Source: an optimization exercise on an open RTL-to-GDS flow (aim: small area and a short achievable clock period). Production flows keep margins and buffers that such runs may drop. Function was checked by simulation only, so behaviour that the tests miss may differ from the original. No activity file was given, so power comes from the tool's default toggle rates.

### flow/constraint.sdc
create_clock -name core_clock -period 7.5 [get_ports {clk}]
set_input_delay 1.5000 -clock core_clock [delete_from_list [all_inputs] [get_ports {clk}]]
set_output_delay 1.5000 -clock core_clock [all_outputs]
set_load 0.01 [all_outputs]
### flow/design.v
`timescale 1ns/1ps
module FloatingPoint_Multiplier_Complete (
    input wire         clk,
    input wire         rst,
    input  wire [15:0] a,
    input  wire [15:0] b,
    output reg  [15:0] result,
    output reg         overflow,
    output reg         underflow
);
    wire es_g0 = a[10] & b[10];
    wire es_p0 = a[10] ^ b[10];
    wire es_g1 = a[11] & b[11];
    wire es_p1 = a[11] ^ b[11];
    wire es_g2 = a[12] & b[12];
    wire es_p2 = a[12] ^ b[12];
    wire es_g3 = a[13] & b[13];
    wire es_p3 = a[13] ^ b[13];
    wire es_g4 = a[14] & b[14];
    wire es_p4 = a[14] ^ b[14];
    wire es_G0_1 = es_g1 | (es_p1 & es_g0);
    wire es_P0_1 = es_p1 & es_p0;
    wire es_G0_2 = es_g2 | (es_p2 & es_g1);
    wire es_P0_2 = es_p2 & es_p1;
    wire es_G0_3 = es_g3 | (es_p3 & es_g2);
    wire es_P0_3 = es_p3 & es_p2;
    wire es_G0_4 = es_g4 | (es_p4 & es_g3);
    wire es_P0_4 = es_p4 & es_p3;
    wire es_G1_2 = es_G0_2 | (es_P0_2 & es_g0);
    wire es_P1_2 = es_P0_2 & es_p0;
    wire es_G1_3 = es_G0_3 | (es_P0_3 & es_G0_1);
    wire es_P1_3 = es_P0_3 & es_P0_1;
    wire es_G1_4 = es_G0_4 | (es_P0_4 & es_G0_2);
    wire es_P1_4 = es_P0_4 & es_P0_2;
    wire es_G2_4 = es_G1_4 | (es_P1_4 & es_g0);
    wire es_P2_4 = es_P1_4 & es_p0;
    wire es_s1 = es_p1 ^ es_g0;
    wire es_s2 = es_p2 ^ es_G0_1;
    wire es_s3 = es_p3 ^ es_G1_2;
    wire es_s4 = es_p4 ^ es_G1_3;
    reg        r1_sign, r1_ha;
    reg  [5:0] r1_es;    
    reg  [9:0] r1_ma;
    reg  [5:0] r1_one, r1_two;    
    reg  [4:0] r1_neg;
    wire [12:0] yb = {2'b00, b[14:10] != 5'd0, b[9:0]};
    always @(posedge clk) begin
        r1_sign <= a[15] ^ b[15];
        r1_es   <= ((a[14:0] == 15'd0) | (b[14:0] == 15'd0)) ? 6'h3f : {es_G2_4, es_s4, es_s3, es_s2, es_s1, es_p0};
        r1_ha   <= a[14:10] != 5'd0;
        r1_ma   <= a[9:0];
        r1_one[0] <= yb[0] ^ 1'b0;
        r1_two[0] <= (yb[1] & ~yb[0] & ~1'b0) | (~yb[1] & yb[0] & 1'b0);
        r1_neg[0] <= yb[1];
        r1_one[1] <= yb[2] ^ yb[1];
        r1_two[1] <= (yb[3] & ~yb[2] & ~yb[1]) | (~yb[3] & yb[2] & yb[1]);
        r1_neg[1] <= yb[3];
        r1_one[2] <= yb[4] ^ yb[3];
        r1_two[2] <= (yb[5] & ~yb[4] & ~yb[3]) | (~yb[5] & yb[4] & yb[3]);
        r1_neg[2] <= yb[5];
        r1_one[3] <= yb[6] ^ yb[5];
        r1_two[3] <= (yb[7] & ~yb[6] & ~yb[5]) | (~yb[7] & yb[6] & yb[5]);
        r1_neg[3] <= yb[7];
        r1_one[4] <= yb[8] ^ yb[7];
        r1_two[4] <= (yb[9] & ~yb[8] & ~yb[7]) | (~yb[9] & yb[8] & yb[7]);
        r1_neg[4] <= yb[9];
        r1_one[5] <= yb[10] ^ yb[9];
        r1_two[5] <= (yb[11] & ~yb[10] & ~yb[9]) | (~yb[11] & yb[10] & yb[9]);
    end
    wire [10:0] mx = {r1_ha, r1_ma};
    wire bp0_0 = ((r1_one[0] & mx[0])) ^ r1_neg[0];
    wire bp0_1 = ((r1_one[0] & mx[1]) | (r1_two[0] & mx[0])) ^ r1_neg[0];
    wire bp0_2 = ((r1_one[0] & mx[2]) | (r1_two[0] & mx[1])) ^ r1_neg[0];
    wire bp0_3 = ((r1_one[0] & mx[3]) | (r1_two[0] & mx[2])) ^ r1_neg[0];
    wire bp0_4 = ((r1_one[0] & mx[4]) | (r1_two[0] & mx[3])) ^ r1_neg[0];
    wire bp0_5 = ((r1_one[0] & mx[5]) | (r1_two[0] & mx[4])) ^ r1_neg[0];
    wire bp0_6 = ((r1_one[0] & mx[6]) | (r1_two[0] & mx[5])) ^ r1_neg[0];
    wire bp0_7 = ((r1_one[0] & mx[7]) | (r1_two[0] & mx[6])) ^ r1_neg[0];
    wire bp0_8 = ((r1_one[0] & mx[8]) | (r1_two[0] & mx[7])) ^ r1_neg[0];
    wire bp0_9 = ((r1_one[0] & mx[9]) | (r1_two[0] & mx[8])) ^ r1_neg[0];
    wire bp0_10 = ((r1_one[0] & mx[10]) | (r1_two[0] & mx[9])) ^ r1_neg[0];
    wire bp0_11 = ((r1_two[0] & mx[10])) ^ r1_neg[0];
    wire bp1_0 = ((r1_one[1] & mx[0])) ^ r1_neg[1];
    wire bp1_1 = ((r1_one[1] & mx[1]) | (r1_two[1] & mx[0])) ^ r1_neg[1];
    wire bp1_2 = ((r1_one[1] & mx[2]) | (r1_two[1] & mx[1])) ^ r1_neg[1];
    wire bp1_3 = ((r1_one[1] & mx[3]) | (r1_two[1] & mx[2])) ^ r1_neg[1];
    wire bp1_4 = ((r1_one[1] & mx[4]) | (r1_two[1] & mx[3])) ^ r1_neg[1];
    wire bp1_5 = ((r1_one[1] & mx[5]) | (r1_two[1] & mx[4])) ^ r1_neg[1];
    wire bp1_6 = ((r1_one[1] & mx[6]) | (r1_two[1] & mx[5])) ^ r1_neg[1];
    wire bp1_7 = ((r1_one[1] & mx[7]) | (r1_two[1] & mx[6])) ^ r1_neg[1];
    wire bp1_8 = ((r1_one[1] & mx[8]) | (r1_two[1] & mx[7])) ^ r1_neg[1];
    wire bp1_9 = ((r1_one[1] & mx[9]) | (r1_two[1] & mx[8])) ^ r1_neg[1];
    wire bp1_10 = ((r1_one[1] & mx[10]) | (r1_two[1] & mx[9])) ^ r1_neg[1];
    wire bp1_11 = ((r1_two[1] & mx[10])) ^ r1_neg[1];
    wire bp2_0 = ((r1_one[2] & mx[0])) ^ r1_neg[2];
    wire bp2_1 = ((r1_one[2] & mx[1]) | (r1_two[2] & mx[0])) ^ r1_neg[2];
    wire bp2_2 = ((r1_one[2] & mx[2]) | (r1_two[2] & mx[1])) ^ r1_neg[2];
    wire bp2_3 = ((r1_one[2] & mx[3]) | (r1_two[2] & mx[2])) ^ r1_neg[2];
    wire bp2_4 = ((r1_one[2] & mx[4]) | (r1_two[2] & mx[3])) ^ r1_neg[2];
    wire bp2_5 = ((r1_one[2] & mx[5]) | (r1_two[2] & mx[4])) ^ r1_neg[2];
    wire bp2_6 = ((r1_one[2] & mx[6]) | (r1_two[2] & mx[5])) ^ r1_neg[2];
    wire bp2_7 = ((r1_one[2] & mx[7]) | (r1_two[2] & mx[6])) ^ r1_neg[2];
    wire bp2_8 = ((r1_one[2] & mx[8]) | (r1_two[2] & mx[7])) ^ r1_neg[2];
    wire bp2_9 = ((r1_one[2] & mx[9]) | (r1_two[2] & mx[8])) ^ r1_neg[2];
    wire bp2_10 = ((r1_one[2] & mx[10]) | (r1_two[2] & mx[9])) ^ r1_neg[2];
    wire bp2_11 = ((r1_two[2] & mx[10])) ^ r1_neg[2];
    wire bp3_0 = ((r1_one[3] & mx[0])) ^ r1_neg[3];
    wire bp3_1 = ((r1_one[3] & mx[1]) | (r1_two[3] & mx[0])) ^ r1_neg[3];
    wire bp3_2 = ((r1_one[3] & mx[2]) | (r1_two[3] & mx[1])) ^ r1_neg[3];
    wire bp3_3 = ((r1_one[3] & mx[3]) | (r1_two[3] & mx[2])) ^ r1_neg[3];
    wire bp3_4 = ((r1_one[3] & mx[4]) | (r1_two[3] & mx[3])) ^ r1_neg[3];
    wire bp3_5 = ((r1_one[3] & mx[5]) | (r1_two[3] & mx[4])) ^ r1_neg[3];
    wire bp3_6 = ((r1_one[3] & mx[6]) | (r1_two[3] & mx[5])) ^ r1_neg[3];
    wire bp3_7 = ((r1_one[3] & mx[7]) | (r1_two[3] & mx[6])) ^ r1_neg[3];
    wire bp3_8 = ((r1_one[3] & mx[8]) | (r1_two[3] & mx[7])) ^ r1_neg[3];
    wire bp3_9 = ((r1_one[3] & mx[9]) | (r1_two[3] & mx[8])) ^ r1_neg[3];
    wire bp3_10 = ((r1_one[3] & mx[10]) | (r1_two[3] & mx[9])) ^ r1_neg[3];
    wire bp3_11 = ((r1_two[3] & mx[10])) ^ r1_neg[3];
    wire bp4_0 = ((r1_one[4] & mx[0])) ^ r1_neg[4];
    wire bp4_1 = ((r1_one[4] & mx[1]) | (r1_two[4] & mx[0])) ^ r1_neg[4];
    wire bp4_2 = ((r1_one[4] & mx[2]) | (r1_two[4] & mx[1])) ^ r1_neg[4];
    wire bp4_3 = ((r1_one[4] & mx[3]) | (r1_two[4] & mx[2])) ^ r1_neg[4];
    wire bp4_4 = ((r1_one[4] & mx[4]) | (r1_two[4] & mx[3])) ^ r1_neg[4];
    wire bp4_5 = ((r1_one[4] & mx[5]) | (r1_two[4] & mx[4])) ^ r1_neg[4];
    wire bp4_6 = ((r1_one[4] & mx[6]) | (r1_two[4] & mx[5])) ^ r1_neg[4];
    wire bp4_7 = ((r1_one[4] & mx[7]) | (r1_two[4] & mx[6])) ^ r1_neg[4];
    wire bp4_8 = ((r1_one[4] & mx[8]) | (r1_two[4] & mx[7])) ^ r1_neg[4];
    wire bp4_9 = ((r1_one[4] & mx[9]) | (r1_two[4] & mx[8])) ^ r1_neg[4];
    wire bp4_10 = ((r1_one[4] & mx[10]) | (r1_two[4] & mx[9])) ^ r1_neg[4];
    wire bp4_11 = ((r1_two[4] & mx[10])) ^ r1_neg[4];
    wire bp5_0 = (r1_one[5] & mx[0]);
    wire bp5_1 = (r1_one[5] & mx[1]) | (r1_two[5] & mx[0]);
    wire bp5_2 = (r1_one[5] & mx[2]) | (r1_two[5] & mx[1]);
    wire bp5_3 = (r1_one[5] & mx[3]) | (r1_two[5] & mx[2]);
    wire bp5_4 = (r1_one[5] & mx[4]) | (r1_two[5] & mx[3]);
    wire bp5_5 = (r1_one[5] & mx[5]) | (r1_two[5] & mx[4]);
    wire bp5_6 = (r1_one[5] & mx[6]) | (r1_two[5] & mx[5]);
    wire bp5_7 = (r1_one[5] & mx[7]) | (r1_two[5] & mx[6]);
    wire bp5_8 = (r1_one[5] & mx[8]) | (r1_two[5] & mx[7]);
    wire bp5_9 = (r1_one[5] & mx[9]) | (r1_two[5] & mx[8]);
    wire bp5_10 = (r1_one[5] & mx[10]) | (r1_two[5] & mx[9]);
    wire bp5_11 = (r1_two[5] & mx[10]);
    wire hs0 = r1_neg[3] ^ bp0_6;
    wire hc0 = r1_neg[3] & bp0_6;
    wire hs1 = bp0_7 ^ bp1_5;
    wire hc1 = bp0_7 & bp1_5;
    wire fs0 = r1_neg[4] ^ bp0_8 ^ bp1_6;
    wire fc0 = (r1_neg[4] & bp0_8) | (r1_neg[4] & bp1_6) | (bp0_8 & bp1_6);
    wire hs2 = bp2_4 ^ bp3_2;
    wire hc2 = bp2_4 & bp3_2;
    wire fs1 = 1'b1 ^ bp0_9 ^ bp1_7;
    wire fc1 = (1'b1 & bp0_9) | (1'b1 & bp1_7) | (bp0_9 & bp1_7);
    wire fs2 = bp2_5 ^ bp3_3 ^ bp4_1;
    wire fc2 = (bp2_5 & bp3_3) | (bp2_5 & bp4_1) | (bp3_3 & bp4_1);
    wire fs3 = bp0_10 ^ bp1_8 ^ bp2_6;
    wire fc3 = (bp0_10 & bp1_8) | (bp0_10 & bp2_6) | (bp1_8 & bp2_6);
    wire fs4 = bp3_4 ^ bp4_2 ^ bp5_0;
    wire fc4 = (bp3_4 & bp4_2) | (bp3_4 & bp5_0) | (bp4_2 & bp5_0);
    wire fs5 = bp0_11 ^ bp1_9 ^ bp2_7;
    wire fc5 = (bp0_11 & bp1_9) | (bp0_11 & bp2_7) | (bp1_9 & bp2_7);
    wire fs6 = bp3_5 ^ bp4_3 ^ bp5_1;
    wire fc6 = (bp3_5 & bp4_3) | (bp3_5 & bp5_1) | (bp4_3 & bp5_1);
    wire fs7 = r1_neg[0] ^ bp1_10 ^ bp2_8;
    wire fc7 = (r1_neg[0] & bp1_10) | (r1_neg[0] & bp2_8) | (bp1_10 & bp2_8);
    wire fs8 = bp3_6 ^ bp4_4 ^ bp5_2;
    wire fc8 = (bp3_6 & bp4_4) | (bp3_6 & bp5_2) | (bp4_4 & bp5_2);
    wire fs9 = r1_neg[0] ^ bp1_11 ^ bp2_9;
    wire fc9 = (r1_neg[0] & bp1_11) | (r1_neg[0] & bp2_9) | (bp1_11 & bp2_9);
    wire fs10 = bp3_7 ^ bp4_5 ^ bp5_3;
    wire fc10 = (bp3_7 & bp4_5) | (bp3_7 & bp5_3) | (bp4_5 & bp5_3);
    wire fs11 = ~r1_neg[0] ^ ~r1_neg[1] ^ bp2_10;
    wire fc11 = (~r1_neg[0] & ~r1_neg[1]) | (~r1_neg[0] & bp2_10) | (~r1_neg[1] & bp2_10);
    wire fs12 = bp3_8 ^ bp4_6 ^ bp5_4;
    wire fc12 = (bp3_8 & bp4_6) | (bp3_8 & bp5_4) | (bp4_6 & bp5_4);
    wire fs13 = 1'b1 ^ bp2_11 ^ bp3_9;
    wire fc13 = (1'b1 & bp2_11) | (1'b1 & bp3_9) | (bp2_11 & bp3_9);
    wire hs3 = bp4_7 ^ bp5_5;
    wire hc3 = bp4_7 & bp5_5;
    wire fs14 = ~r1_neg[2] ^ bp3_10 ^ bp4_8;
    wire fc14 = (~r1_neg[2] & bp3_10) | (~r1_neg[2] & bp4_8) | (bp3_10 & bp4_8);
    wire hs4 = 1'b1 ^ bp3_11;
    wire hc4 = 1'b1 & bp3_11;
    wire hs5 = r1_neg[2] ^ bp0_4;
    wire hc5 = r1_neg[2] & bp0_4;
    wire hs6 = bp0_5 ^ bp1_3;
    wire hc6 = bp0_5 & bp1_3;
    wire fs15 = bp1_4 ^ bp2_2 ^ bp3_0;
    wire fc15 = (bp1_4 & bp2_2) | (bp1_4 & bp3_0) | (bp2_2 & bp3_0);
    wire fs16 = bp2_3 ^ bp3_1 ^ hc0;
    wire fc16 = (bp2_3 & bp3_1) | (bp2_3 & hc0) | (bp3_1 & hc0);
    wire fs17 = bp4_0 ^ hc1 ^ hs2;
    wire fc17 = (bp4_0 & hc1) | (bp4_0 & hs2) | (hc1 & hs2);
    wire fs18 = hc2 ^ fc0 ^ fs1;
    wire fc18 = (hc2 & fc0) | (hc2 & fs1) | (fc0 & fs1);
    wire fs19 = fc1 ^ fc2 ^ fs3;
    wire fc19 = (fc1 & fc2) | (fc1 & fs3) | (fc2 & fs3);
    wire fs20 = fc3 ^ fc4 ^ fs5;
    wire fc20 = (fc3 & fc4) | (fc3 & fs5) | (fc4 & fs5);
    wire fs21 = fc5 ^ fc6 ^ fs7;
    wire fc21 = (fc5 & fc6) | (fc5 & fs7) | (fc6 & fs7);
    wire fs22 = fc7 ^ fc8 ^ fs10;
    wire fc22 = (fc7 & fc8) | (fc7 & fs10) | (fc8 & fs10);
    wire fs23 = fc10 ^ fc9 ^ fs11;
    wire fc23 = (fc10 & fc9) | (fc10 & fs11) | (fc9 & fs11);
    wire fs24 = hs3 ^ fc11 ^ fc12;
    wire fc24 = (hs3 & fc11) | (hs3 & fc12) | (fc11 & fc12);
    wire fs25 = bp5_6 ^ hc3 ^ fc13;
    wire fc25 = (bp5_6 & hc3) | (bp5_6 & fc13) | (hc3 & fc13);
    wire fs26 = bp4_9 ^ bp5_7 ^ hs4;
    wire fc26 = (bp4_9 & bp5_7) | (bp4_9 & hs4) | (bp5_7 & hs4);
    wire fs27 = ~r1_neg[3] ^ bp4_10 ^ bp5_8;
    wire fc27 = (~r1_neg[3] & bp4_10) | (~r1_neg[3] & bp5_8) | (bp4_10 & bp5_8);
    wire hs7 = 1'b1 ^ bp4_11;
    wire hc7 = 1'b1 & bp4_11;
    wire hs8 = r1_neg[1] ^ bp0_2;
    wire hc8 = r1_neg[1] & bp0_2;
    wire hs9 = bp0_3 ^ bp1_1;
    wire hc9 = bp0_3 & bp1_1;
    wire fs28 = bp1_2 ^ bp2_0 ^ hs5;
    wire fc28 = (bp1_2 & bp2_0) | (bp1_2 & hs5) | (bp2_0 & hs5);
    wire fs29 = bp2_1 ^ hc5 ^ hs6;
    wire fc29 = (bp2_1 & hc5) | (bp2_1 & hs6) | (hc5 & hs6);
    wire fs30 = hc6 ^ hs0 ^ fs15;
    wire fc30 = (hc6 & hs0) | (hc6 & fs15) | (hs0 & fs15);
    wire fs31 = hs1 ^ fc15 ^ fs16;
    wire fc31 = (hs1 & fc15) | (hs1 & fs16) | (fc15 & fs16);
    wire fs32 = fs0 ^ fc16 ^ fs17;
    wire fc32 = (fs0 & fc16) | (fs0 & fs17) | (fc16 & fs17);
    wire fs33 = fs2 ^ fc17 ^ fs18;
    wire fc33 = (fs2 & fc17) | (fs2 & fs18) | (fc17 & fs18);
    wire fs34 = fs4 ^ fc18 ^ fs19;
    wire fc34 = (fs4 & fc18) | (fs4 & fs19) | (fc18 & fs19);
    wire fs35 = fs6 ^ fc19 ^ fs20;
    wire fc35 = (fs6 & fc19) | (fs6 & fs20) | (fc19 & fs20);
    wire fs36 = fs8 ^ fc20 ^ fs21;
    wire fc36 = (fs8 & fc20) | (fs8 & fs21) | (fc20 & fs21);
    wire fs37 = fs9 ^ fc21 ^ fs22;
    wire fc37 = (fs9 & fc21) | (fs9 & fs22) | (fc21 & fs22);
    wire fs38 = fs12 ^ fc22 ^ fs23;
    wire fc38 = (fs12 & fc22) | (fs12 & fs23) | (fc22 & fs23);
    wire fs39 = fs13 ^ fc23 ^ fs24;
    wire fc39 = (fs13 & fc23) | (fs13 & fs24) | (fc23 & fs24);
    wire fs40 = fs14 ^ fc24 ^ fs25;
    wire fc40 = (fs14 & fc24) | (fs14 & fs25) | (fc24 & fs25);
    wire fs41 = fc14 ^ fc25 ^ fs26;
    wire fc41 = (fc14 & fc25) | (fc14 & fs26) | (fc25 & fs26);
    wire fs42 = hc4 ^ fs27 ^ fc26;
    wire fc42 = (hc4 & fs27) | (hc4 & fc26) | (fs27 & fc26);
    wire fs43 = bp5_9 ^ hs7 ^ fc27;
    wire fc43 = (bp5_9 & hs7) | (bp5_9 & fc27) | (hs7 & fc27);
    wire fs44 = ~r1_neg[4] ^ bp5_10 ^ hc7;
    wire fc44 = (~r1_neg[4] & bp5_10) | (~r1_neg[4] & hc7) | (bp5_10 & hc7);
    wire hs10 = 1'b1 ^ bp5_11;
    wire lo_g0 = r1_neg[0] & bp0_0;
    wire lo_p0 = r1_neg[0] ^ bp0_0;
    wire lo_g2 = bp1_0 & hs8;
    wire lo_p2 = bp1_0 ^ hs8;
    wire lo_g3 = hc8 & hs9;
    wire lo_p3 = hc8 ^ hs9;
    wire lo_g4 = hc9 & fs28;
    wire lo_p4 = hc9 ^ fs28;
    wire lo_g5 = fc28 & fs29;
    wire lo_p5 = fc28 ^ fs29;
    wire lo_g6 = fc29 & fs30;
    wire lo_p6 = fc29 ^ fs30;
    wire lo_g7 = fc30 & fs31;
    wire lo_p7 = fc30 ^ fs31;
    wire lo_G0_1 = (bp0_1 & lo_g0);
    wire lo_P0_1 = bp0_1 & lo_p0;
    wire lo_G0_2 = lo_g2;
    wire lo_P0_2 = lo_p2 & bp0_1;
    wire lo_G0_3 = lo_g3 | (lo_p3 & lo_g2);
    wire lo_P0_3 = lo_p3 & lo_p2;
    wire lo_G0_4 = lo_g4 | (lo_p4 & lo_g3);
    wire lo_P0_4 = lo_p4 & lo_p3;
    wire lo_G0_5 = lo_g5 | (lo_p5 & lo_g4);
    wire lo_P0_5 = lo_p5 & lo_p4;
    wire lo_G0_6 = lo_g6 | (lo_p6 & lo_g5);
    wire lo_P0_6 = lo_p6 & lo_p5;
    wire lo_G0_7 = lo_g7 | (lo_p7 & lo_g6);
    wire lo_P0_7 = lo_p7 & lo_p6;
    wire lo_G1_2 = lo_G0_2 | (lo_P0_2 & lo_g0);
    wire lo_P1_2 = lo_P0_2 & lo_p0;
    wire lo_G1_3 = lo_G0_3 | (lo_P0_3 & lo_G0_1);
    wire lo_P1_3 = lo_P0_3 & lo_P0_1;
    wire lo_G1_4 = lo_G0_4 | (lo_P0_4 & lo_G0_2);
    wire lo_P1_4 = lo_P0_4 & lo_P0_2;
    wire lo_G1_5 = lo_G0_5 | (lo_P0_5 & lo_G0_3);
    wire lo_P1_5 = lo_P0_5 & lo_P0_3;
    wire lo_G1_6 = lo_G0_6 | (lo_P0_6 & lo_G0_4);
    wire lo_P1_6 = lo_P0_6 & lo_P0_4;
    wire lo_G1_7 = lo_G0_7 | (lo_P0_7 & lo_G0_5);
    wire lo_P1_7 = lo_P0_7 & lo_P0_5;
    wire lo_G2_4 = lo_G1_4 | (lo_P1_4 & lo_g0);
    wire lo_P2_4 = lo_P1_4 & lo_p0;
    wire lo_G2_5 = lo_G1_5 | (lo_P1_5 & lo_G0_1);
    wire lo_P2_5 = lo_P1_5 & lo_P0_1;
    wire lo_G2_6 = lo_G1_6 | (lo_P1_6 & lo_G1_2);
    wire lo_P2_6 = lo_P1_6 & lo_P1_2;
    wire lo_G2_7 = lo_G1_7 | (lo_P1_7 & lo_G1_3);
    wire lo_P2_7 = lo_P1_7 & lo_P1_3;
    wire lo_s1 = bp0_1 ^ lo_g0;
    wire lo_s2 = lo_p2 ^ lo_G0_1;
    wire lo_s3 = lo_p3 ^ lo_G1_2;
    wire lo_s4 = lo_p4 ^ lo_G1_3;
    wire lo_s5 = lo_p5 ^ lo_G2_4;
    wire lo_s6 = lo_p6 ^ lo_G2_5;
    wire lo_s7 = lo_p7 ^ lo_G2_6;
    wire [7:0] nlo = {lo_s7, lo_s6, lo_s5, lo_s4, lo_s3, lo_s2, lo_s1, lo_p0};
    wire zq0 = ~(r1_neg[0] ^ bp0_0);
    wire zq1 = ~(bp0_1 ^ (r1_neg[0] | bp0_0));
    wire zq2 = ~((bp1_0 ^ hs8) ^ bp0_1);
    wire zq3 = ~((hc8 ^ hs9) ^ (bp1_0 | hs8));
    wire zq4 = ~((hc9 ^ fs28) ^ (hc8 | hs9));
    wire zq5 = ~((fc28 ^ fs29) ^ (hc9 | fs28));
    wire zq6 = ~((fc29 ^ fs30) ^ (fc28 | fs29));
    wire zq7 = ~((fc30 ^ fs31) ^ (fc29 | fs30));
    wire zq8 = ~((fc31 ^ fs32) ^ (fc30 | fs31));
    wire zq9 = ~((fc32 ^ fs33) ^ (fc31 | fs32));
    wire zr1 = ~(bp0_1 ^ (r1_neg[0] & bp0_0));
    wire z08 = zq0 & zq1 & zq2 & zq3 & zq4 & zq5 & zq6 & zq7 & zq8;    
    wire z19 = zr1 & zq2 & zq3 & zq4 & zq5 & zq6 & zq7 & zq8 & zq9;    
    reg [21:8] r2_a;
    reg [21:8] r2_b;
    reg        r2_cin;
    reg        r2_zA;
    reg        r2_zB;
    reg        r2_z0c;
    reg        r2_z1c;
    reg        r2_sign;
    reg  [5:0] r2_es;
    always @(posedge clk) begin
        r2_cin <= lo_G2_7;
        r2_zA <= zq2 & zq3 & zq4 & zq5;
        r2_zB <= zq6 & zq7 & zq8;
        r2_z0c <= zq0 & zq1;
        r2_z1c <= zr1;
        r2_a[8] <= fc31;
        r2_b[8] <= fs32;
        r2_a[9] <= fc32;
        r2_b[9] <= fs33;
        r2_a[10] <= fc33;
        r2_b[10] <= fs34;
        r2_a[11] <= fc34;
        r2_b[11] <= fs35;
        r2_a[12] <= fc35;
        r2_b[12] <= fs36;
        r2_a[13] <= fc36;
        r2_b[13] <= fs37;
        r2_a[14] <= fc37;
        r2_b[14] <= fs38;
        r2_a[15] <= fs39;
        r2_b[15] <= fc38;
        r2_a[16] <= fc39;
        r2_b[16] <= fs40;
        r2_a[17] <= fc40;
        r2_b[17] <= fs41;
        r2_a[18] <= fc41;
        r2_b[18] <= fs42;
        r2_a[19] <= fs43;
        r2_b[19] <= fc42;
        r2_a[20] <= fs44;
        r2_b[20] <= fc43;
        r2_a[21] <= hs10;
        r2_b[21] <= fc44;
        r2_sign <= r1_sign;
        r2_es <= r1_es;
    end
    wire hi_g0 = r2_a[8] & r2_b[8];
    wire hi_p0 = r2_a[8] ^ r2_b[8];
    wire hi_g1 = r2_a[9] & r2_b[9];
    wire hi_p1 = r2_a[9] ^ r2_b[9];
    wire hi_g2 = r2_a[10] & r2_b[10];
    wire hi_p2 = r2_a[10] ^ r2_b[10];
    wire hi_g3 = r2_a[11] & r2_b[11];
    wire hi_p3 = r2_a[11] ^ r2_b[11];
    wire hi_g4 = r2_a[12] & r2_b[12];
    wire hi_p4 = r2_a[12] ^ r2_b[12];
    wire hi_g5 = r2_a[13] & r2_b[13];
    wire hi_p5 = r2_a[13] ^ r2_b[13];
    wire hi_g6 = r2_a[14] & r2_b[14];
    wire hi_p6 = r2_a[14] ^ r2_b[14];
    wire hi_g7 = r2_a[15] & r2_b[15];
    wire hi_p7 = r2_a[15] ^ r2_b[15];
    wire hi_g8 = r2_a[16] & r2_b[16];
    wire hi_p8 = r2_a[16] ^ r2_b[16];
    wire hi_g9 = r2_a[17] & r2_b[17];
    wire hi_p9 = r2_a[17] ^ r2_b[17];
    wire hi_g10 = r2_a[18] & r2_b[18];
    wire hi_p10 = r2_a[18] ^ r2_b[18];
    wire hi_g11 = r2_a[19] & r2_b[19];
    wire hi_p11 = r2_a[19] ^ r2_b[19];
    wire hi_g12 = r2_a[20] & r2_b[20];
    wire hi_p12 = r2_a[20] ^ r2_b[20];
    wire hi_g13 = r2_a[21] & r2_b[21];
    wire hi_p13 = r2_a[21] ^ r2_b[21];
    wire hi_G0_1 = hi_g1 | (hi_p1 & hi_g0);
    wire hi_P0_1 = hi_p1 & hi_p0;
    wire hi_G0_2 = hi_g2 | (hi_p2 & hi_g1);
    wire hi_P0_2 = hi_p2 & hi_p1;
    wire hi_G0_3 = hi_g3 | (hi_p3 & hi_g2);
    wire hi_P0_3 = hi_p3 & hi_p2;
    wire hi_G0_4 = hi_g4 | (hi_p4 & hi_g3);
    wire hi_P0_4 = hi_p4 & hi_p3;
    wire hi_G0_5 = hi_g5 | (hi_p5 & hi_g4);
    wire hi_P0_5 = hi_p5 & hi_p4;
    wire hi_G0_6 = hi_g6 | (hi_p6 & hi_g5);
    wire hi_P0_6 = hi_p6 & hi_p5;
    wire hi_G0_7 = hi_g7 | (hi_p7 & hi_g6);
    wire hi_P0_7 = hi_p7 & hi_p6;
    wire hi_G0_8 = hi_g8 | (hi_p8 & hi_g7);
    wire hi_P0_8 = hi_p8 & hi_p7;
    wire hi_G0_9 = hi_g9 | (hi_p9 & hi_g8);
    wire hi_P0_9 = hi_p9 & hi_p8;
    wire hi_G0_10 = hi_g10 | (hi_p10 & hi_g9);
    wire hi_P0_10 = hi_p10 & hi_p9;
    wire hi_G0_11 = hi_g11 | (hi_p11 & hi_g10);
    wire hi_P0_11 = hi_p11 & hi_p10;
    wire hi_G0_12 = hi_g12 | (hi_p12 & hi_g11);
    wire hi_P0_12 = hi_p12 & hi_p11;
    wire hi_G0_13 = hi_g13 | (hi_p13 & hi_g12);
    wire hi_P0_13 = hi_p13 & hi_p12;
    wire hi_G1_2 = hi_G0_2 | (hi_P0_2 & hi_g0);
    wire hi_P1_2 = hi_P0_2 & hi_p0;
    wire hi_G1_3 = hi_G0_3 | (hi_P0_3 & hi_G0_1);
    wire hi_P1_3 = hi_P0_3 & hi_P0_1;
    wire hi_G1_4 = hi_G0_4 | (hi_P0_4 & hi_G0_2);
    wire hi_P1_4 = hi_P0_4 & hi_P0_2;
    wire hi_G1_5 = hi_G0_5 | (hi_P0_5 & hi_G0_3);
    wire hi_P1_5 = hi_P0_5 & hi_P0_3;
    wire hi_G1_6 = hi_G0_6 | (hi_P0_6 & hi_G0_4);
    wire hi_P1_6 = hi_P0_6 & hi_P0_4;
    wire hi_G1_7 = hi_G0_7 | (hi_P0_7 & hi_G0_5);
    wire hi_P1_7 = hi_P0_7 & hi_P0_5;
    wire hi_G1_8 = hi_G0_8 | (hi_P0_8 & hi_G0_6);
    wire hi_P1_8 = hi_P0_8 & hi_P0_6;
    wire hi_G1_9 = hi_G0_9 | (hi_P0_9 & hi_G0_7);
    wire hi_P1_9 = hi_P0_9 & hi_P0_7;
    wire hi_G1_10 = hi_G0_10 | (hi_P0_10 & hi_G0_8);
    wire hi_P1_10 = hi_P0_10 & hi_P0_8;
    wire hi_G1_11 = hi_G0_11 | (hi_P0_11 & hi_G0_9);
    wire hi_P1_11 = hi_P0_11 & hi_P0_9;
    wire hi_G1_12 = hi_G0_12 | (hi_P0_12 & hi_G0_10);
    wire hi_P1_12 = hi_P0_12 & hi_P0_10;
    wire hi_G1_13 = hi_G0_13 | (hi_P0_13 & hi_G0_11);
    wire hi_P1_13 = hi_P0_13 & hi_P0_11;
    wire hi_G2_4 = hi_G1_4 | (hi_P1_4 & hi_g0);
    wire hi_P2_4 = hi_P1_4 & hi_p0;
    wire hi_G2_5 = hi_G1_5 | (hi_P1_5 & hi_G0_1);
    wire hi_P2_5 = hi_P1_5 & hi_P0_1;
    wire hi_G2_6 = hi_G1_6 | (hi_P1_6 & hi_G1_2);
    wire hi_P2_6 = hi_P1_6 & hi_P1_2;
    wire hi_G2_7 = hi_G1_7 | (hi_P1_7 & hi_G1_3);
    wire hi_P2_7 = hi_P1_7 & hi_P1_3;
    wire hi_G2_8 = hi_G1_8 | (hi_P1_8 & hi_G1_4);
    wire hi_P2_8 = hi_P1_8 & hi_P1_4;
    wire hi_G2_9 = hi_G1_9 | (hi_P1_9 & hi_G1_5);
    wire hi_P2_9 = hi_P1_9 & hi_P1_5;
    wire hi_G2_10 = hi_G1_10 | (hi_P1_10 & hi_G1_6);
    wire hi_P2_10 = hi_P1_10 & hi_P1_6;
    wire hi_G2_11 = hi_G1_11 | (hi_P1_11 & hi_G1_7);
    wire hi_P2_11 = hi_P1_11 & hi_P1_7;
    wire hi_G2_12 = hi_G1_12 | (hi_P1_12 & hi_G1_8);
    wire hi_P2_12 = hi_P1_12 & hi_P1_8;
    wire hi_G2_13 = hi_G1_13 | (hi_P1_13 & hi_G1_9);
    wire hi_P2_13 = hi_P1_13 & hi_P1_9;
    wire hi_G3_8 = hi_G2_8 | (hi_P2_8 & hi_g0);
    wire hi_P3_8 = hi_P2_8 & hi_p0;
    wire hi_G3_9 = hi_G2_9 | (hi_P2_9 & hi_G0_1);
    wire hi_P3_9 = hi_P2_9 & hi_P0_1;
    wire hi_G3_10 = hi_G2_10 | (hi_P2_10 & hi_G1_2);
    wire hi_P3_10 = hi_P2_10 & hi_P1_2;
    wire hi_G3_11 = hi_G2_11 | (hi_P2_11 & hi_G1_3);
    wire hi_P3_11 = hi_P2_11 & hi_P1_3;
    wire hi_G3_12 = hi_G2_12 | (hi_P2_12 & hi_G2_4);
    wire hi_P3_12 = hi_P2_12 & hi_P2_4;
    wire hi_G3_13 = hi_G2_13 | (hi_P2_13 & hi_G2_5);
    wire hi_P3_13 = hi_P2_13 & hi_P2_5;
    wire hi_s0 = hi_p0 ^ r2_cin;
    wire hi_C1 = hi_g0 | (hi_p0 & r2_cin);
    wire hi_s1 = hi_p1 ^ hi_C1;
    wire hi_C2 = hi_G0_1 | (hi_P0_1 & r2_cin);
    wire hi_s2 = hi_p2 ^ hi_C2;
    wire hi_C3 = hi_G1_2 | (hi_P1_2 & r2_cin);
    wire hi_s3 = hi_p3 ^ hi_C3;
    wire hi_C4 = hi_G1_3 | (hi_P1_3 & r2_cin);
    wire hi_s4 = hi_p4 ^ hi_C4;
    wire hi_C5 = hi_G2_4 | (hi_P2_4 & r2_cin);
    wire hi_s5 = hi_p5 ^ hi_C5;
    wire hi_C6 = hi_G2_5 | (hi_P2_5 & r2_cin);
    wire hi_s6 = hi_p6 ^ hi_C6;
    wire hi_C7 = hi_G2_6 | (hi_P2_6 & r2_cin);
    wire hi_s7 = hi_p7 ^ hi_C7;
    wire hi_C8 = hi_G2_7 | (hi_P2_7 & r2_cin);
    wire hi_s8 = hi_p8 ^ hi_C8;
    wire hi_C9 = hi_G3_8 | (hi_P3_8 & r2_cin);
    wire hi_s9 = hi_p9 ^ hi_C9;
    wire hi_C10 = hi_G3_9 | (hi_P3_9 & r2_cin);
    wire hi_s10 = hi_p10 ^ hi_C10;
    wire hi_C11 = hi_G3_10 | (hi_P3_10 & r2_cin);
    wire hi_s11 = hi_p11 ^ hi_C11;
    wire hi_C12 = hi_G3_11 | (hi_P3_11 & r2_cin);
    wire hi_s12 = hi_p12 ^ hi_C12;
    wire hi_C13 = hi_G3_12 | (hi_P3_12 & r2_cin);
    wire hi_s13 = hi_p13 ^ hi_C13;
    wire hi_C14 = hi_G3_13 | (hi_P3_13 & r2_cin);
    wire tie0 = ~hi_s1 & r2_zA & r2_zB & r2_z0c;    
    wire tie1 = hi_s2 & hi_s1 & r2_zA & r2_zB & r2_z1c;    
    wire r0_top = hi_s13;    
    wire r1ci = hi_s2 & hi_s1;    
    wire r1_a0_1 = hi_s3 & r1ci;
    wire r1_a0_2 = hi_s4 & hi_s3;
    wire r1_a0_3 = hi_s5 & hi_s4;
    wire r1_a0_4 = hi_s6 & hi_s5;
    wire r1_a0_5 = hi_s7 & hi_s6;
    wire r1_a0_6 = hi_s8 & hi_s7;
    wire r1_a0_7 = hi_s9 & hi_s8;
    wire r1_a0_8 = hi_s10 & hi_s9;
    wire r1_a0_9 = hi_s11 & hi_s10;
    wire r1_a0_10 = hi_s12 & hi_s11;
    wire r1_a1_2 = r1_a0_2 & r1ci;
    wire r1_a1_3 = r1_a0_3 & r1_a0_1;
    wire r1_a1_4 = r1_a0_4 & r1_a0_2;
    wire r1_a1_5 = r1_a0_5 & r1_a0_3;
    wire r1_a1_6 = r1_a0_6 & r1_a0_4;
    wire r1_a1_7 = r1_a0_7 & r1_a0_5;
    wire r1_a1_8 = r1_a0_8 & r1_a0_6;
    wire r1_a1_9 = r1_a0_9 & r1_a0_7;
    wire r1_a1_10 = r1_a0_10 & r1_a0_8;
    wire r1_a2_4 = r1_a1_4 & r1ci;
    wire r1_a2_5 = r1_a1_5 & r1_a0_1;
    wire r1_a2_6 = r1_a1_6 & r1_a1_2;
    wire r1_a2_7 = r1_a1_7 & r1_a1_3;
    wire r1_a2_8 = r1_a1_8 & r1_a1_4;
    wire r1_a2_9 = r1_a1_9 & r1_a1_5;
    wire r1_a2_10 = r1_a1_10 & r1_a1_6;
    wire r1_a3_8 = r1_a2_8 & r1ci;
    wire r1_a3_9 = r1_a2_9 & r1_a0_1;
    wire r1_a3_10 = r1_a2_10 & r1_a1_2;
    wire r1_0 = hi_s3 ^ r1ci;
    wire r1_1 = hi_s4 ^ r1_a0_1;
    wire r1_2 = hi_s5 ^ r1_a1_2;
    wire r1_3 = hi_s6 ^ r1_a1_3;
    wire r1_4 = hi_s7 ^ r1_a2_4;
    wire r1_5 = hi_s8 ^ r1_a2_5;
    wire r1_6 = hi_s9 ^ r1_a2_6;
    wire r1_7 = hi_s10 ^ r1_a2_7;
    wire r1_8 = hi_s11 ^ r1_a3_8;
    wire r1_9 = hi_s12 ^ r1_a3_9;
    wire [9:0] mant0 = {hi_s11, hi_s10, hi_s9, hi_s8, hi_s7, hi_s6, hi_s5, hi_s4, hi_s3, hi_s2} & ~{9'd0, tie0};
    wire [9:0] mant1 = {r1_9, r1_8, r1_7, r1_6, r1_5, r1_4, r1_3, r1_2, r1_1, r1_0} & ~{9'd0, tie1};
    wire [9:0] mant  = r0_top ? mant1 : mant0;
    wire       r2_zero = &r2_es;
    wire       ovf0 = r2_es >= 6'd46;
    wire       ovf1 = r2_es >= 6'd45;
    wire       unf0 = r2_es <= 6'd15;
    wire       unf1 = r2_es <= 6'd14;
    wire [4:0] ef0  = r2_es[4:0] + 5'd17;
    wire [4:0] ef1  = r2_es[4:0] + 5'd18;
    wire       ovf  = r0_top ? ovf1 : ovf0;
    wire       unf  = r0_top ? unf1 : unf0;
    wire [4:0] ef   = r0_top ? ef1 : ef0;
    reg        r3_nz, r3_ovf, r3_unf;    
    reg [15:0] r3_val;
    always @(posedge clk or posedge rst) begin
        if (rst) begin
            r3_nz  <= 1'b0;
            r3_ovf <= 1'b0;
            r3_unf <= 1'b0;
        end else begin
            r3_nz  <= ~r2_zero & ~ovf & ~unf;
            r3_ovf <= ~r2_zero & ovf;
            r3_unf <= ~r2_zero & ~ovf & unf;
        end
    end
    always @(posedge clk) r3_val <= {r2_sign, ef, mant};
    always @(*) begin
        result    = r3_nz ? r3_val : (r3_ovf ? 16'h7F80 : 16'd0);
        overflow  = r3_ovf;
        underflow = r3_unf;
    end
endmodule
### flow/flow/run.sh
#!/bin/bash
# Own layout flow: the standard flow (standard.sh) with two changes:
#  - synthesis runs Yosys's synth without its generic "abc -fast" pass
#    (-noabc), so the full adders written in the RTL reach extract_fa as
#    written instead of being remapped first; everything else in
#    synth_recipe.tcl (flatten, renames, registers) is unchanged;
#  - port buffers use the buffer cell named in flow/ports.txt.
# Each tool's output is in the ORFS logs under orfs/logs; make's own output
# goes to flow.log here.
set -euo pipefail
here=$(pwd)
first=$(head -n 1 synth_recipe.tcl)
if [[ "$first" != 'proc synth {args} { yosys synth -nofsm -noshare {*}$args }' ]]; then
  echo "unexpected first line of synth_recipe.tcl: $first" >&2
  exit 1
fi
{ echo 'proc synth {args} { yosys synth -nofsm -noshare -noabc {*}$args }'; tail -n +2 synth_recipe.tcl; } > own_synth.tcl
buf=$(tr -d ' \n' < flow/ports.txt)
sed -e "s#SYNTH_SCRIPT=[^ ]*#SYNTH_SCRIPT=$here/own_synth.tcl 'BUFFER_PORTS_ARGS=-buffer_cell $buf'#" standard.sh > own_standard.sh
grep -q own_synth.tcl own_standard.sh
bash own_standard.sh > flow.log 2>&1
### flow/standard.sh
#!/bin/bash
# synth_recipe.tcl (not shown) runs the flow's synth.tcl, then flattens the netlist and writes it again
# the make line also repeats each setting of config.mk as NAME=value (left out here)
make -C /OpenROAD-flow-scripts/flow DESIGN_CONFIG=/design/flow/config.mk WORK_HOME=/design/flow/orfs CLKGATE_MAP_FILE= SYNTH_SCRIPT=/design/flow/synth_recipe.tcl "${@:-finish}"
### flow/config.mk
export PLATFORM = sky130hd
export DESIGN_NAME = FloatingPoint_Multiplier_Complete
export DESIGN_NICKNAME = FloatingPoint_Multiplier_Complete
export VERILOG_FILES = /design/flow/design.v
export SDC_FILE = /design/flow/constraint.sdc
export NUM_CORES = 4
export LEC_CHECK = 0
export ABC_CLOCK_PERIOD_IN_PS = 2500
export CAP_MARGIN = 20
export CORE_MARGIN = 2
export CORE_UTILIZATION = 65
export CTS_BUF_LIST = sky130_fd_sc_hd__clkbuf_8
export SETUP_SLACK_MARGIN = 4.7
export SLEW_MARGIN = 20
### flow/flow/ports.txt
sky130_fd_sc_hd__buf_1
==> results of run 1 <==
-- cell type report --
type | count | area (µm²)
clock buffer | 10 | 137.6
clock inverter | 6 | 93.84
fill | 776 | 2719
inverter | 39 | 146.4
multi-input combinational | 479 | 4168
sequential | 94 | 1922
tap | 133 | 166.4
timing repair buffer | 57 | 241.5
-- power groups by stage --
stage	combinational, W	sequential, W	clock (W)
5_1_grt	0.00203	0.000770	0.000409
2_1_floorplan	0.00142	0.000714	0
3_5_place_dp	0.00169	0.000765	0
3_3_place_gp	0.00164	0.000759	0
4_1_cts	0.00173	0.000748	0.000392
6_report	0.00179	0.000750	0.000381
-- worst register-to-register path, stage by stage, from the launching register on --
cell	delay [ns]
dfxtp_1	0.62
a22oi_1	0.16
xnor2_1	0.19
fa_1	0.51
fa_1	0.51
inv_1	0.05
ha_1	0.29
nor2b_1	0.13
o21ai_0	0.14
nand2b_1	0.07
-- cells by family after synthesis --
kind of cell    Yosys count  share of synthesized area, %
buf+inv                  75                         4.818
xor+xnor                 89                         12.30
compound gates          150                         17.26
mux                       4                        0.6319
fa+ha+maj                96                         24.17
simple gates            140                         10.88
flops                    94                         29.94
-- cell usage after synthesis (8+ instances only) --
master / number
a21oi_1: 17
a22o_1: 8
a22oi_1: 54
and2_1: 14
clkbuf_1: 28
dfxtp_1: 91
fa_1: 44
ha_1: 52
inv_1: 39
nand2_1: 54
nand2b_1: 8
nor2_1: 23
o21ai_0: 23
xnor2_1: 67
xor2_1: 22
-- path summary, 6_finish.rpt --
path	to	slack, ns	cells after the start
max	r2_cin	4.76	9
max in group asynchronous	r3_nz	6.40	2
max reg2reg	r2_cin	4.76	9
min reg2reg	r2_es[1]	0.33	0
min in group asynchronous	r3_unf	0.95	2
min	r2_es[1]	0.33	0
-- sequential cells by signal, indices dropped and copies added (netlist names) --
signal and count:
r2_zA 1, r1_es 6, r1_ha 1, r1_two 6
r1_neg 5, r2_zB 1, r1_one 6, r2_z1c 1
r2_cin 1, r2_z0c 1, r3_val 16, r1_ma 10
r1_sign 1, r3_unf 1, r3_nz 1, r3_ovf 1
r2_es 6, r2_a 14, r2_b 14, r2_sign 1
-- through the flow --
step	total power (W)	std cells	hold WS, ns
finish	0.002916	818	0.3334
CTS	0.002866	813	0.3344
global route	0.003205	818	0.3386
detailed placement	0.002454	796	0.3121
floorplan	0.002135	648	0.3096
global placement	0.002397	796	0.3097
-- per-layer routing --
layer  global-route usage (%)  wire, µm
met3                    4.136       469
met4                    7.996       182
met1                    34.03      5466
met2                    43.79      6253
met5                        0         0
-- timing repair --
| action | in CTS | in global routing |
|---|---|---|
| resized for setup | 9 | 21 |
| hold buffers | 0 | 0 |
| buffers inserted | 1 | 5 |
| pin swaps | 0 | 1 |
| endpoints found under the setup margin | 24 | 25 |
==> flow_summary.yaml, run 1 <==
run_status:
  run_status: "no timing/DRC/antenna violations"
setup_path:
  timing.rr.start: "r1_two[1]"
  cp_max_fo: 11
  cp.arrival_ns: 3.02
  worstSetupStartpoint: "r1_two[1]"
  startpoint_type: "flop"
  crit_path_max_incr_delay_ns: 0.62
  path_buf_inv: 1
  worstPathRequired_ns: 7.78
  cp_slowest_cell: "dfxtp_1"
  critical_path.cell_chain: "a22oi_1, xnor2_1, fa_1, fa_1, inv_1, ha_1, nor2b_1, o21ai_0, nand2b_1"
  cp_common_cell: "fa_1"
  crit_family: "adder cells"
  critPathCaptureType: "flop"
  path_class: "flop to flop"
timing:
  max_slew_margin_pct: 50.53
  max_freq_ghz: 0.3645
  fin_tns_setup_ns: 0
  rsz0062_at_grt: "true"
  setup_ws_ns: 4.757
  period_minus_slack_ns: 2.743
  setup_viol: 0
  tightest_slew_ns: 0.7411
  clock_skew_ns: 0.009127
  period_share_pct: 36.58
  final_hold_viol_count: 0
  final-max-slew-violation-count: 0
global_route:
  overflow: 0
  grt_max_degree: 17
  antenna_found_initial: 0
  grtUsageTotal_pct: 25.76
  grt_pass1_wl_um: 21260
  first_global_vias: 4623
final_layout:
  layout_commonest_cell: "dfxtp_1"
  final_area_um2: 6875
  drive_gt1_share_pct: 8.905
  nets: 810
  postLayoutCoreUtil_pct: 71.66
  antenna_cells: 0
  areaGrowthSynthToFinish_pct: 8.511
  final_cell_mix: "dfxtp_1, xnor2_1, nand2_1, a22oi_1, ha_1"
job:
  cap_violations: 0
logic_synthesis:
  synth_top_cells_by_area: "dfxtp_1, fa_1, ha_1"
  yosys_warnings: 1
  syn_nets: 778
  ys_ff_latch: 94
  synth-async-reset-ratio_pct: 3.191
  seq_area_frac_synth_pct: 29.94
  syn_area_um2: 6336
  synth_cell_types: 59
  synth_top_area_share_pct: 28.75
  synth_flop_cell: "dfxtp_1"
  synth_edf_count: 0
  yosysTopAreaCell: "dfxtp_1"
  syn-instance-count: 648
  avgSynthCellArea_um2: 9.778
floorplan:
  die_area_um2: 10550
  rows: 36
  die_h_um: 102.7
  core_area_um2: 9594
  start_util_pct: 66.04
  chipWidth_um: 102.7
  ios: 52
power_and_ir_drop:
  p_comb_share_pct: 61.2
  ir_drop_v: 0.0002324
  pwr-share-seq_pct: 25.7
  power.switching_fraction_pct: 43.89
  leakagePower_nw: 2.890
  switchingPower_w: 0.001280
  power_density_nw_per_um2: 424.2
  intPower_w: 0.001636
  power.share.clock_pct: 13.1
placed_design:
  portBuffers: 51
  dp_slack_ns: 4.556
  hpwl_um: 9401
  dpl_cell_area_um2: 6535
  gp_congestion: 0.8690
clock_network:
  cts_tree: "yes"
  cts_buffers: 9
  cts.sink_count: 94
  root_buffer: "clkbuf_8"
  clockBufferDepth: 2
  ctsHtreeMaxLevel: 3
  path_clk_slew_ns: 0.10
  clk_latency_ns: 0.37
routing:
  ant_nets: 0
  drt_wl_total_um: 12370
  wl_per_cell_um: 15.12
  drt-initial-drc-count: 258
  drt_first_pass_iters: 5
  vias: 4728
  drc: 0
  viasPerCell: 5.780
hold_path:
  hold_path_class: "flop to flop"
  hold_path_startpoint: "r1_es[1]"
==> inputs of run 2 (changes only) <==
--- a/flow/config.mk
+++ b/flow/config.mk
@@ -8,7 +8,6 @@
 export ABC_CLOCK_PERIOD_IN_PS = 2500
 export CAP_MARGIN = 20
 export CORE_MARGIN = 2
-export CORE_UTILIZATION = 65
-export CTS_BUF_LIST = sky130_fd_sc_hd__clkbuf_8
+export CORE_UTILIZATION = 55
 export SETUP_SLACK_MARGIN = 4.7
 export SLEW_MARGIN = 20
==> run 2 against run 1 <==
  * Flip-flop and latch count is the same
  * Clock-buffer cell count grew 2
  * Routed wire length grew 2.0%
  * Hold slack lost 0.011 ns
  * Synthesized area is the same
  * Core utilization shrank 10 points
  * Clock skew shrank 0.0018 ns
  * Highest routed layer unchanged
==> flow_summary.yaml, run 2 <==
hold_path:
  hold_path_startpoint: "r1_es[2]"
  hold_path_class: "flop to flop"
  worstHoldEndpoint: "r2_es[2]"
  worstHoldPathCells: 0
final_layout:
  largestRegisters: "r3_val (16), r2_a (14), r2_b (14)"
  antenna_cells: 0
  final_cell_mix: "dfxtp_1, xnor2_1, nand2_1"
  largest_reg_flops: 16
  layout_commonest_cell: "dfxtp_1"
  postLayoutCoreUtil_pct: 61.44
  areaGrowthSynthToFinish_pct: 9.775
  nets: 806
  drive_gt1_share_pct: 8.517
  regMostFlops: "r3_val"
timing:
  period_share_pct: 35.94
  clock_skew_ns: 0.007376
  max_slew_margin_pct: 51.01
  tightest_slew_ns: 0.7339
  final_hold_viol_count: 0
  period_minus_slack_ns: 2.696
  rsz0062_at_grt: "true"
  setup_viol: 0
  fin_tns_setup_ns: 0
  max_freq_ghz: 0.3709
  final-max-slew-violation-count: 0
clock_network:
  postCtsHoldBufs: 0
  cts.sink_count: 94
  clk_latency_ns: 0.35
  clockBufferDepth: 2
  root_buffer: "clkbuf_16"
  cts_tree: "yes"
  ctsHtreeMaxLevel: 3
  cts_buffers: 9
  path_clk_slew_ns: 0.06
setup_path:
  path_class: "flop to flop"
  r2r_setup_slack_ns: 4.80
  r2r_cells: 8
  cp_max_fo: 8
  cp.arrival_ns: 2.98
  critPathCaptureType: "flop"
  worstPathRequired_ns: 7.79
  worstReg2RegEnd: "r3_val[9]"
  startpoint_type: "flop"
  timing.rr.start: "r2_a[10]"
logic_synthesis:
  yosys_warnings: 1
  synth_common_cells: "dfxtp_1, xnor2_1, a22oi_1, nand2_1, ha_1"
  synth_top_cells_by_area: "dfxtp_1, fa_1, ha_1"
  synth_top_family_by_area: "adder cells"
  avgSynthCellArea_um2: 9.778
  synth_flop_cell: "dfxtp_1"
  syn-instance-count: 648
  yosysTopAreaCell: "dfxtp_1"
  syn_nets: 778
  synth_cell_types: 59
  synth_edf_count: 0
  ys_ff_latch: 94
  yosys.area_share.adder_pct: 24.17
  synth-compound-area-share_pct: 17.26
  synthMuxAreaShare_pct: 0.6319
  synth-async-reset-ratio_pct: 3.191
  synth_top_area_share_pct: 28.75
  synthXorXnorAreaFrac_pct: 12.30
  synth-simple-area-share_pct: 10.88
  yosysMostFrequentCell: "dfxtp_1"
  seq_area_frac_synth_pct: 29.94
  syn_area_um2: 6336
global_route:
  antenna_found_initial: 0
  first_global_vias: 4727
  grt_max_degree: 17
  overflow: 0
  grt_pass1_wl_um: 22390
  grtUsageTotal_pct: 22.18
routing:
  vias: 4703
  drt-initial-drc-count: 263
  ant_nets: 0
  viasPerCell: 5.708
  drt_first_pass_iters: 6
  drt_wl_total_um: 12620
  drc: 0
  wl_per_cell_um: 15.31
floorplan:
  start_util_pct: 55.97
  die_h_um: 111.3
  chipWidth_um: 111.3
  die_area_um2: 12390
  ios: 52
  core_area_um2: 11320
  rows: 39
power_and_ir_drop:
  switchingPower_w: 0.001271
  power.switching_fraction_pct: 42.77
  ir_drop_v: 0.0002881
  intPower_w: 0.001700
  p_comb_share_pct: 59.0
  power.share.clock_pct: 15.8
  power_density_nw_per_um2: 427.1
  leakagePower_nw: 2.903
  pwr-share-seq_pct: 25.2
run_status:
  run_status: "no timing/DRC/antenna violations"
placed_design:
  gp_congestion: 0.8530
  portBuffers: 51
  hpwl_um: 9800
job:
  cap_violations: 0
-- run 2: cell counts after synthesis --
No cell type changed its count.
-- run 2: worst max-delay path by stage --
stage                   start         to  slack, ns  cells past startpoint
floorplan           r1_neg[2]     r2_cin       4.71                      9
global placement        a[10]   r1_es[4]       4.61                      7
detailed placement  r1_neg[0]      r2_zB       4.55                      8
CTS                  r2_a[10]      r3_nz       4.63                      8
global route         r2_a[10]  r3_val[9]       4.66                      8
finish               r2_a[10]  r3_val[9]       4.80                      8
-- run 2: per-stage QoR --
step	total power (W)	hold slack (ns)	cells	worst slack [ns]	area (µm²)
floorplan	0.002135	0.3096	648	4.711	6339
CTS	0.002965	0.3264	823	4.625	6892
global placement	0.002418	0.3098	806	4.611	6548
detailed placement	0.002471	0.3132	806	4.547	6548
finish	0.002970	0.3226	824	4.804	6955
global route	0.003283	0.3275	824	4.660	6955
-- run 2: metal layers --
metal | share of wire (%) | vias to the layer above | track usage, %
met2 | 48 | 122 | 36.50
li1 | - | 2292 | -
met1 | 46 | 2265 | 29.67
met3 | 4.0 | 24 | 3.157
met5 | 0 | - | 0
met4 | 2.4 | 0 | 9.053
-- run 2: kinds of logic (layout without fill, tap and decap cells) --
logic type	Yosys count	count (layout)
AO/OA/AOI/OAI	150	150
AND/OR/NAND/NOR	140	140
adder cells (fa/ha/maj)	96	96
flip-flops	94	94
XOR/XNOR	89	89
buffers and inverters	75	108
multiplexers	4	4
-- run 2: layout make-up --
class	instances	area [µm²]
Tap cell	143	178.9
Clock buffer	12	256.5
Fill cell	989	4365
Inverter	39	146.4
Sequential cell	94	1932
Clock inverter	4	55.05
Multi-Input combinational cell	479	4168
Timing Repair Buffer	53	219.0
-- run 2: power by group through the flow --
stage | clock network, W | registers (W) | logic, W
2_1_floorplan | 0 | 0.000714 | 0.00142
3_3_place_gp | 0 | 0.000761 | 0.00166
3_5_place_dp | 0 | 0.000765 | 0.00171
4_1_cts | 0.000486 | 0.000750 | 0.00173
5_1_grt | 0.000506 | 0.000766 | 0.00201
6_report | 0.000469 | 0.000749 | 0.00175
-- run 2: timing repair --
action                                  CTS  global route
setup buffers                             1             1
gates resized for setup                   9            24
hold endpoints to repair                  0             0
pin swaps                                 0             1
endpoints found under the setup margin   23            27
-- run 2: critical path: stages (launching register included) --
cell and delay [ns]:
dfxtp_1 0.30, ha_1 0.39, a21o_1 0.25, a221o_1 0.46
o221ai_1 0.31, xor2_2 0.17, or2_2 0.31, o311ai_1 0.27
o211a_1 0.18
==> inputs of run 3 (changes only) <==
--- a/flow/config.mk
+++ b/flow/config.mk
@@ -9,5 +9,6 @@
 export CAP_MARGIN = 20
 export CORE_MARGIN = 2
 export CORE_UTILIZATION = 55
+export CTS_BUF_LIST = sky130_fd_sc_hd__clkbuf_8 sky130_fd_sc_hd__clkbuf_16
 export SETUP_SLACK_MARGIN = 4.7
 export SLEW_MARGIN = 20
==> run 3 against run 2 <==
  * Fmax about the same
  * Total power about the same
  * Global-route usage stayed put
  * Largest cell class unchanged
==> flow_summary.yaml, run 3 <==
floorplan:
  core_area_um2: 11320
  die_h_um: 111.3
  chipWidth_um: 111.3
  die_area_um2: 12390
  start_util_pct: 55.97
  ios: 52
  rows: 39
logic_synthesis:
  yosys_warnings: 1
  synth_top_area_share_pct: 28.75
  synth_flop_cell: "dfxtp_1"
  syn-instance-count: 648
  synth_edf_count: 0
  synth_top_cells_by_area: "dfxtp_1, fa_1, ha_1"
  syn_area_um2: 6336
  yosysTopAreaCell: "dfxtp_1"
  avgSynthCellArea_um2: 9.778
  yosysMostFrequentCell: "dfxtp_1"
  seq_area_frac_synth_pct: 29.94
  synth_common_cells: "dfxtp_1, xnor2_1, a22oi_1, nand2_1, ha_1"
  synth-async-reset-ratio_pct: 3.191
  ys_ff_latch: 94
  syn_nets: 778
  synth_cell_types: 59
routing:
  drt_first_pass_iters: 5
  viasPerCell: 5.698
  wl_per_cell_um: 15.34
  ant_nets: 0
  drt-initial-drc-count: 268
  drt_wl_total_um: 12640
  vias: 4695
  drc: 0
global_route:
  antenna_found_initial: 0
  overflow: 0
  grt_pass1_wl_um: 22390
  grtUsageTotal_pct: 22.18
  first_global_vias: 4727
  grt_max_degree: 17
timing:
  fin_tns_setup_ns: 0
  final_hold_viol_count: 0
  period_minus_slack_ns: 2.696
  setup_viol: 0
  period_share_pct: 35.95
  setup_ws_ns: 4.804
  clock_skew_ns: 0.007133
  holdWs_ns: 0.3223
  tightest_slew_ns: 0.7525
  max_slew_margin_pct: 49.77
  max_freq_ghz: 0.3709
  final-max-slew-violation-count: 0
  rsz0062_at_grt: "true"
setup_path:
  timing.rr.start: "r2_a[10]"
  cp_max_fo: 8
  critPathCaptureType: "flop"
  path_class: "flop to flop"
  worstPathRequired_ns: 7.79
  cp.arrival_ns: 2.99
  startpoint_type: "flop"
  worstSetupStartpoint: "r2_a[10]"
  r2r_setup_slack_ns: 4.80
power_and_ir_drop:
  leakagePower_nw: 2.907
  ir_drop_v: 0.0002882
  power_density_nw_per_um2: 427.0
clock_network:
  cts.sink_count: 94
  ctsHtreeMaxLevel: 3
  root_buffer: "clkbuf_16"
  clk_latency_ns: 0.35
  path_clk_slew_ns: 0.07
  cts_buffers: 9
  clockBufferDepth: 2
  cts_tree: "yes"
hold_path:
  hold_path_class: "flop to flop"
  hold_path_startpoint: "r1_es[2]"
placed_design:
  hpwl_um: 9800
  gp_congestion: 0.8530
  dp_slack_ns: 4.547
  portBuffers: 51
final_layout:
  drive_gt1_share_pct: 8.517
  nets: 806
  largestRegisters: "r3_val (16), r2_a (14), r2_b (14)"
  largest_reg_flops: 16
  final_cell_mix: "dfxtp_1, xnor2_1, nand2_1"
  antenna_cells: 0
  regMostFlops: "r3_val"
  areaGrowthSynthToFinish_pct: 9.775
  layout_commonest_cell: "dfxtp_1"
  nFillCells: 989
job:
  cap_violations: 0
run_status:
  run_status: "no timing/DRC/antenna violations"
[run 3: cell counts after synthesis]
Identical to the previous run, type by type.
[run 3: path summary, 6_finish.rpt]
check                       endpoint  cells past startpoint
hold / removal              r2_es[2]                      0
min in group asynchronous     r3_unf                      2
hold reg to reg             r2_es[2]                      0
max in group asynchronous      r3_nz                      2
setup / recovery           r3_val[9]                      8
setup reg to reg           r3_val[9]                      8
[run 3: final cells by class]
class                   instances  area, µm²  share of cell area, %
inverters                      39      146.4                  2.105
clock buffers                  11      252.7                  3.634
multi-input cells             479       4168                  59.92
well taps                     143      178.9                  2.572
flip-flops and latches         94       1932                  27.77
clock inverters                 5      58.81                 0.8455
repair buffers                 53      219.0                  3.148
[run 3: critical path, cell delays in order, from the launching register on]
cell,delay (ns)
dfxtp_1,0.30
ha_1,0.39
a21o_1,0.25
a221o_1,0.46
o221ai_1,0.31
xor2_2,0.17
or2_2,0.31
o311ai_1,0.27
o211a_1,0.18
[run 3: report_power, final]
group | internal (W) | leakage (nW) | switching [W]
clock network | 0.000277 | 0.154 | 0.000192
registers | 0.000664 | 0.805 | 0.0000856
logic | 0.000758 | 1.95 | 0.000994
[run 3: routing by layer]
layer	share of wire (%)	vias up	global-route usage, %
met5	0	-	0
met1	45	2254	29.67
li1	-	2291	-
met2	48	125	36.50
met3	4.4	25	3.157
met4	2.6	0	9.053
[run 3: timing repair]
action	CTS	global route
endpoints found under the setup margin	23	27
endpoints found under the hold margin	0	0
hold buffers	0	0
gates resized for setup	9	24
buffers inserted	1	1
pin swaps	0	1
[run 3: cell families after synthesis]
group	count (synthesis)	synth area share, %
adder cells (fa/ha/maj)	96	24.17
AND/OR/NAND/NOR	140	10.88
multiplexers	4	0.6319
buffers and inverters	75	4.818
flip-flops	94	29.94
AO/OA/AOI/OAI	150	17.26
XOR/XNOR	89	12.30
[run 3: stage by stage]
stage | area, µm² | total power, W | instances | util [%]
finish | 6955 | 0.002970 | 824 | 61.44
global route | 6955 | 0.003281 | 824 | 61.44
CTS | 6892 | 0.002964 | 823 | 60.88
detailed placement | 6548 | 0.002471 | 806 | 57.84
global placement | 6548 | 0.002418 | 806 | 57.84
floorplan | 6339 | 0.002135 | 648 | -
==> inputs of run 4 (changes only) <==
--- a/flow/config.mk
+++ b/flow/config.mk
@@ -8,7 +8,7 @@
 export ABC_CLOCK_PERIOD_IN_PS = 2500
 export CAP_MARGIN = 20
 export CORE_MARGIN = 2
-export CORE_UTILIZATION = 55
-export CTS_BUF_LIST = sky130_fd_sc_hd__clkbuf_8 sky130_fd_sc_hd__clkbuf_16
+export CORE_UTILIZATION = 45
+export CTS_BUF_LIST = sky130_fd_sc_hd__clkbuf_8
 export SETUP_SLACK_MARGIN = 4.7
 export SLEW_MARGIN = 20
==> run 4 against run 3 <==
  * Setup slack lost 0.012 ns
  * Critical path depth shrank 5
  * Register-to-register slack improved by 0.02 ns
  * Flip-flop and latch count stayed put
  * Total power shrank 3.7%
  * Critical path type is now flop to output pin
  * Largest cell class unchanged
  * Largest power group unchanged
  * Highest routed layer unchanged
==> flow_summary.yaml, run 4 <==
run_status:
  run_status: "no timing/DRC/antenna violations"
clock_network:
  root_buffer: "clkbuf_8"
  cts_buffers: 9
  path_clk_slew_ns: 0.09
  cts.sink_count: 94
  ctsHtreeMaxLevel: 3
  clk_latency_ns: 0.38
  cts_tree: "yes"
placed_design:
  dp_cells: 843
  hpwl_um: 9666
  gp_congestion: 0.8488
logic_synthesis:
  yosys_warnings: 1
  seq_area_frac_synth_pct: 29.94
  synth-compound-area-share_pct: 17.26
  syn-instance-count: 648
  avgSynthCellArea_um2: 9.778
  synth_top_area_share_pct: 28.75
  synth_edf_count: 0
  syn_area_um2: 6336
  synthMuxAreaShare_pct: 0.6319
  yosys.area_share.adder_pct: 24.17
  yosysMostFrequentCell: "dfxtp_1"
  synth_flop_cell: "dfxtp_1"
  synth_cell_types: 59
  yosysTopAreaCell: "dfxtp_1"
  syn_nets: 778
  synth_top_family_by_area: "adder cells"
timing:
  max_freq_ghz: 0.3693
  tightest_slew_ns: 0.4823
  period_minus_slack_ns: 2.708
  rsz0062_at_grt: "true"
  final_hold_viol_count: 0
  fin_tns_setup_ns: 0
setup_path:
  cp.arrival_ns: 1.21
  r2r_cells: 8
  crit_path_max_incr_delay_ns: 0.41
  cp_max_fo: 16
  cp_slowest_cell: "dfrtp_2"
  cp_num_cells: 3
  worstPathRequired_ns: 6.00
  path_buf_inv: 2
routing:
  viasPerCell: 5.223
  drt_wl_total_um: 12510
  drt-initial-drc-count: 237
  ant_nets: 0
  drc: 0
  wl_per_cell_um: 14.46
global_route:
  antenna_found_initial: 0
  grt_pass1_wl_um: 20990
  grtUsageTotal_pct: 17.71
  first_global_vias: 4312
  grt_max_degree: 19
floorplan:
  die_area_um2: 15050
  rows: 43
  die_h_um: 122.7
  start_util_pct: 45.82
  chipWidth_um: 122.7
final_layout:
  final_area_um2: 6937
  postLayoutCoreUtil_pct: 50.17
  largestRegisters: "r3_val (16), r2_a (14), r2_b (14)"
  nets: 810
  areaGrowthSynthToFinish_pct: 9.479
  drive_gt1_share_pct: 9.635
  antenna_cells: 0
  layout_commonest_cell: "dfxtp_1"
  final_cells: 865
hold_path:
  worstHoldPathCells: 0
  hold_path_class: "flop to flop"
power_and_ir_drop:
  power_density_nw_per_um2: 412.5
  leakagePower_nw: 2.870
job:
  cap_violations: 0
## run 4: cell counts after synthesis
Identical to the previous run, type by type.
## run 4: cell families after synthesis
logic type	count (synthesis)
AO/OA/AOI/OAI	150
multiplexers	4
XOR/XNOR	89
flip-flops	94
AND/OR/NAND/NOR	140
buffers and inverters	75
adder cells (fa/ha/maj)	96
## run 4: where the power goes
| group | total (W) | switching (W) | internal (W) |
|---|---|---|---|
| logic | 0.00179 | 0.000991 | 0.000802 |
| registers | 0.000750 | 0.0000864 | 0.000663 |
| clock network | 0.000319 | 0.000191 | 0.000127 |
| total | 0.00286 | 0.00127 | 0.00159 |
## run 4: per-stage QoR
| step | worst slack, ns | hold WS, ns |
|---|---|---|
| after floorplan | 4.711 | 0.3096 |
| after global placement | 4.606 | 0.3167 |
| after detailed placement | 4.507 | 0.3121 |
| after CTS | 4.707 | 0.3361 |
| after global routing | 4.667 | 0.3368 |
| final | 4.792 | 0.3290 |
## run 4: timing repair
action | CTS | global route
gates cloned | 0 | 0
gates resized for setup | 14 | 23
setup endpoints to repair | 24 | 20
pin swaps | 0 | 1
buffers inserted | 1 | 5
## run 4: cell type report
class	instances	area (µm²)
clock buffer	9	123.9
clock inverter	7	67.56
fill	1329	6890
inverter	39	146.4
multi-input combinational	479	4174
sequential	94	1933
tap	180	225.2
timing repair buffer	57	266.5
## run 4: layer usage
metal	vias to the layer above	share of wire [%]	GRT usage [%]
met1	2086	48	24.04
met2	122	46	27.38
met3	8	5.8	4.647
li1	2302	-	-
met4	0	0.90	5.963
met5	-	0	0
## run 4: path summary, 6_finish.rpt
path | from | to | slack, ns
min in group asynchronous | rst | r3_unf | 0.95
min | r1_sign | r2_sign | 0.33
max | r3_nz | result[0] | 4.79
max in group asynchronous | rst | r3_nz | 6.41
max reg2reg | r1_neg[0] | r2_zB | 4.82
min reg2reg | r1_sign | r2_sign | 0.33
## run 4: worst reg2reg max path: cells and delay by family (launching register included)
family        cells  cell delay (ns)
buf+inv           1             0.05
xor+xnor          2             0.28
flops             1             0.63
simple gates      1             0.17
fa+ha+maj         4             1.47

[what the ideal ports hide]
The results above use ideal ports. As a check the final layouts listed here were re-extracted and re-timed, cells and wires unchanged. Step 1 sets driving cells, clkbuf_16 on the clock port and buf_2 on the other inputs (assumed; they add their load-dependent delay and slew). Step 2 also shifts input and output timing later by t, the mid clock arrival at the registers, as if the neighbouring blocks saw the same clock. Three values: ideal, step 1, step 2; two values: the first two.
run	t, ns	setup WS [ns]	latest minus earliest clock arrival (ns)
run 1	0.401	4.757 / 4.743 / 4.602	0.011 / 0.011
run 2	0.380	4.804 / 4.784 / 4.608	0.007 / 0.008
run 3	0.382	4.804 / 4.784 / 4.608	0.008 / 0.007
run 4	0.407	4.792 / 4.755 / 4.582	0.018 / 0.018
After both steps every run listed still meets setup and hold. For run 4, which loses most, drivers alone change the setup slack by -0.037 ns; drivers and shift together by -0.210 ns.
